Context: an optimization exercise on an open-source flow, tuned for small area and a short achievable clock period. The choices shown serve that exercise and are no tape-out recipe. The RTL was checked by simulation tests, not by an equivalence proof against the original design.

==> flow/design.v (outline; a module is shown in full before it is edited, if it fits) <==
// module multiplier_pipelined: 3383 lines
module multiplier_pipelined(
    input clk,
    input logic[31:0] a,
    input logic[31:0] b,
    output logic[63:0] r
);
  // ...
==> flow/run.sh <==
#!/bin/bash
# synth_recipe.tcl (not shown) runs the flow's synth.tcl, then flattens the netlist and writes it again
# the make line also repeats each setting of config.mk as NAME=value (left out here)
make -C /OpenROAD-flow-scripts/flow DESIGN_CONFIG=/design/flow/config.mk WORK_HOME=/design/flow/orfs CLKGATE_MAP_FILE= SYNTH_SCRIPT=/design/flow/synth_recipe.tcl finish
==> flow/config.mk <==
export PLATFORM = sky130hd
export DESIGN_NAME = multiplier_pipelined
export DESIGN_NICKNAME = multiplier_pipelined
export VERILOG_FILES = /design/flow/design.v
export SDC_FILE = /design/flow/constraint.sdc
export NUM_CORES = 4
export LEC_CHECK = 0
export CAP_MARGIN = 20
export CORE_MARGIN = 2
export CORE_UTILIZATION = 40
export SETUP_SLACK_MARGIN = 2.8
export SLEW_MARGIN = 20
export TNS_END_PERCENT = 20
==> flow/constraint.sdc <==
create_clock -name core_clock -period 7.5 [get_ports {clk}]
set_input_delay 1.5000 -clock core_clock [delete_from_list [all_inputs] [get_ports {clk}]]
set_output_delay 1.5000 -clock core_clock [all_outputs]
set_load 0.01 [all_outputs]
==> flow_metrics.tcl, run 1 <==
set metrics [dict create \
    dp.cells 3543 \
    routed.top_layer "met5" \
    synth-edff-count 0 \
    io_pins 129 \
    crit_cells 12 \
    crit_path_end "r[61]" \
    diodes 0 \
    numCtsBuffers 17 \
    slew_headroom 0.587 \
    startpoint_type "flop" \
    rsz0062_at_grt "true" \
    grt_pass1_wl_mm 151 \
    drive_above_1_share 0.149 \
    signal_buffers 323 \
    status "finished clean" \
    die_h_um 267 \
    end_kind "output port" \
    yosysTopAreaCell "fa_1" \
    period_minus_slack_ns 4.90 \
    cpPeakStageDelay_ns 0.44 \
    numPortBuffers 128 \
    num_rows 96 \
    wl_met3_mm 13.6 \
    nFillCells 6265 \
    core_area_mm2 0.0686 \
    synth_common_cells "496 x a22oi_1, 473 x fa_1, 442 x xnor2_1" \
]
==> run 2, diff against run 1 <==
--- a/flow/config.mk
+++ b/flow/config.mk
@@ -8,6 +8,5 @@
 export CAP_MARGIN = 20
 export CORE_MARGIN = 2
 export CORE_UTILIZATION = 40
-export SETUP_SLACK_MARGIN = 2.8
+export SETUP_SLACK_MARGIN = 2.0
 export SLEW_MARGIN = 20
-export TNS_END_PERCENT = 20
==> run 2 against run 1 <==
  * Still clean
  * Clock-buffer cell count is the same
  * Fmax shrank 9.5%
  * Core utilization down 3.3 points
  * Synthesized area stayed put
  * Global-route usage down 2.1 points
  * Non-clock buffer count fell by 120
  * Synthesized cell count stayed put
  * Critical endpoint is now p_q[31]
  * Largest cell class unchanged
==> flow_metrics.tcl, run 2 <==
set metrics [dict create \
    cts_sinks 190 \
    numPortBuffers 128 \
    clk_pin_slew_worst_paths_ns 0.10 \
    ant_nets 0 \
    syn_area_per_cell_um2 10.2 \
    synth-edff-count 0 \
    period_minus_slack_ns 5.41 \
    start_util 0.404 \
    ys_top_cells_by_area "fa_1 34%, xnor2_1 14%, dfxtp_1 14%, a22oi_1 13%, ha_1 5.5%" \
    crit_path_cell_trace "a22oi_1, xnor2_1, fa_1, fa_1, fa_1, fa_1, fa_1, inv_1, fa_1, ha_1, fa_1, ha_1" \
    fin_crit_sh 0.722 \
    grt_use_total 0.265 \
    post-synth-top-count-cell "a22oi_1" \
    yosysTopAreaCell "fa_1" \
    dp_slack_ns 1.83 \
    crit_fanout 32 \
    crit_required_ns 7.92 \
    reg2reg_depth 12 \
    critPathSlowestCell "dfxtp_2" \
    cts_tree "done" \
    status "finished clean" \
    die_area_mm2 0.0714 \
    largest_register_ffs 44 \
    ys_ff_latch 190 \
    synth_nets 3387 \
    skew_ns 0.0274 \
    wl_mm 93.0 \
    reg.largest.list "p_q x44, g_q x35, a_q x32" \
    fin_tns_setup_ns 0 \
    setup_violations 0 \
    crit_path_frequent_cell "fa_1" \
    htreeDepth 4 \
    drive_above_1_share 0.0774 \
    crit_type "flop to flop" \
    fin_ws_ns 2.09 \
    grt_pass1_vias 22300 \
    maxSlewViolCount 0 \
    synth_top_area_frac 0.342 \
    hold_violations 0 \
    cpPeakStageDelay_ns 0.99 \
    place_congestion 0.937 \
    grt_pass1_wl_mm 141 \
    cp.arrival_ns 5.83 \
    diodes 0 \
    max_flop_register "p_q" \
    seq_area_frac_synth 0.137 \
    root_buffer "clkbuf_16" \
    route.detailed.drc 0 \
    cts_max_path_buffers 2 \
    routed_via_density 5.94 \
    clk_latency_ns 0.53 \
    rrSetupSlack_ns 2.09 \
    drv_cap 0 \
    ys_warn_count 1 \
    async_flop_share 0 \
    grt_overflow 0 \
    slew_headroom 0.331 \
    drtIter0Drc 2806 \
    die_w_um 267 \
    synth_cells 2727 \
    final_util 0.440 \
    grt_max_degree 34 \
    grt_antenna_before_repair 1 \
    synth_cell_types 56 \
    hold-path-cell-count 3 \
    mostFrequentLayoutCell "a22oi_1" \
    die_h_um 267 \
    synthFlopType "dfxtp_1" \
    nets 3283 \
    routedWlPerCell_um 26.1 \
    num_rows 96 \
    final_cell_mix "496 x a22oi_1, 473 x fa_1, 441 x xnor2_1" \
    synth_common_cells "496 x a22oi_1, 473 x fa_1, 442 x xnor2_1" \
    rsz0062_at_grt "true" \
    fin_area_mm2 0.0302 \
    core_area_mm2 0.0686 \
    hold_path_class "flop to flop" \
    path_buf_inv 1 \
    startpoint_type "flop" \
    drt_first_pass_iters 7 \
    fmax_ghz 0.185 \
    synthesis.area_mm2 0.0277 \
    dp.final_hpwl_mm 67.3 \
    cpLargestDelayFamily "adder cells" \
    postPlaceCellArea_mm2 0.0294 \
    numCtsBuffers 17 \
    io_pins 129 \
    worst_slew_pin_slew_ns 1.00 \
    area_growth_pct 8.93 \
    vias 21200 \
    crit_cells 12 \
    end_kind "flop" \
]
==> run 2: changes by cell type in the layout (fill, tap and decap cells not counted), moves of 28 or more <==
cell     before  now
fa_1        440  473
dfxtp_2      13   41
buf_12       32    2
buf_4       109   69
dfxtp_4      61   17
buf_6        40    3
fa_2         33    0
==> run 2: kinds of logic after synthesis <==
| group | synth area share |
|---|---|
| compound gates | 0.160 |
| fa+ha+maj | 0.397 |
| xor+xnor | 0.186 |
| buf+inv | 0.0799 |
| simple gates | 0.0358 |
| flops | 0.137 |
| mux | 0.00402 |
==> run 2: per-stage QoR <==
step                      hold WS [ns]  instances
after global placement           0.743       3534
after floorplan                  0.576       2727
after detailed placement         0.754       3534
after global routing             0.823       3567
after CTS                        0.773       3567
final                            0.761       3567
==> run 2: worst paths after layout <==
kind,start,end
max,two_q[10],p_q[31]
min reg2reg,a_q[0],lo_q[0]
max reg2reg,two_q[10],p_q[31]
min,a_q[0],lo_q[0]
==> run 2: cell type report <==
type	instances	area [µm²]
flip-flops and latches	190	3920
inverters	219	836
multi-input cells	1992	21700
repair buffers	203	1890
fillers	6479	38400
well taps	931	1160
clock buffers	17	425
clock inverters	15	220
==> run 2: what timing repair did <==
action | 4_1_cts | 5_1_grt
resized for setup | 22 | 51
hold buffers | 0 | 0
gates cloned | 0 | 0
pin swaps | 1 | 0
setup buffers | 1 | 0
setup endpoints to repair | 19 | 29
==> run 2: worst min-delay path: stages, from the launching register on <==
cell and delay, ns:
dfxtp_1 0.41, nand2_1 0.10, ha_1 0.13, xnor2_1 0.07
==> run 2: routing by layer <==
layer	wire length, µm	track usage
met2	40900	0.396
met4	4090	0.121
met3	11500	0.0769
met1	36500	0.354
met5	0	0.00277

[separate check: timing with driven ports]
In the flow no input, the clock included, has a driving cell. The finished layouts below were timed again as built, in two steps. Step 1 (the two cells are an assumption about what drives the block):
set clk [get_ports {clk}]
set_driving_cell -lib_cell sky130_fd_sc_hd__clkbuf_16 $clk
set_driving_cell -lib_cell sky130_fd_sc_hd__buf_2 [delete_from_list [all_inputs] $clk]
Step 2 also shifts input and output timing later by t, the mid clock arrival at the registers, as if the neighbouring blocks saw the same clock. Three values: ideal ports, drivers, drivers and shift; two values: the first two.
run | t, ns | setup WS [ns] | worst hold slack (ns) | clock arrival spread, ns | worst data-port slew with drivers (ns)
run 1 | 0.583 | 2.600 / 2.535 / 2.672 | 0.854 / 0.854 / 0.854 | 0.023 / 0.023 | 0.08
run 2 | 0.577 | 2.085 / 2.060 / 2.085 | 0.761 / 0.761 / 0.761 | 0.028 / 0.027 | 0.05
After both steps every run listed still meets setup and hold.
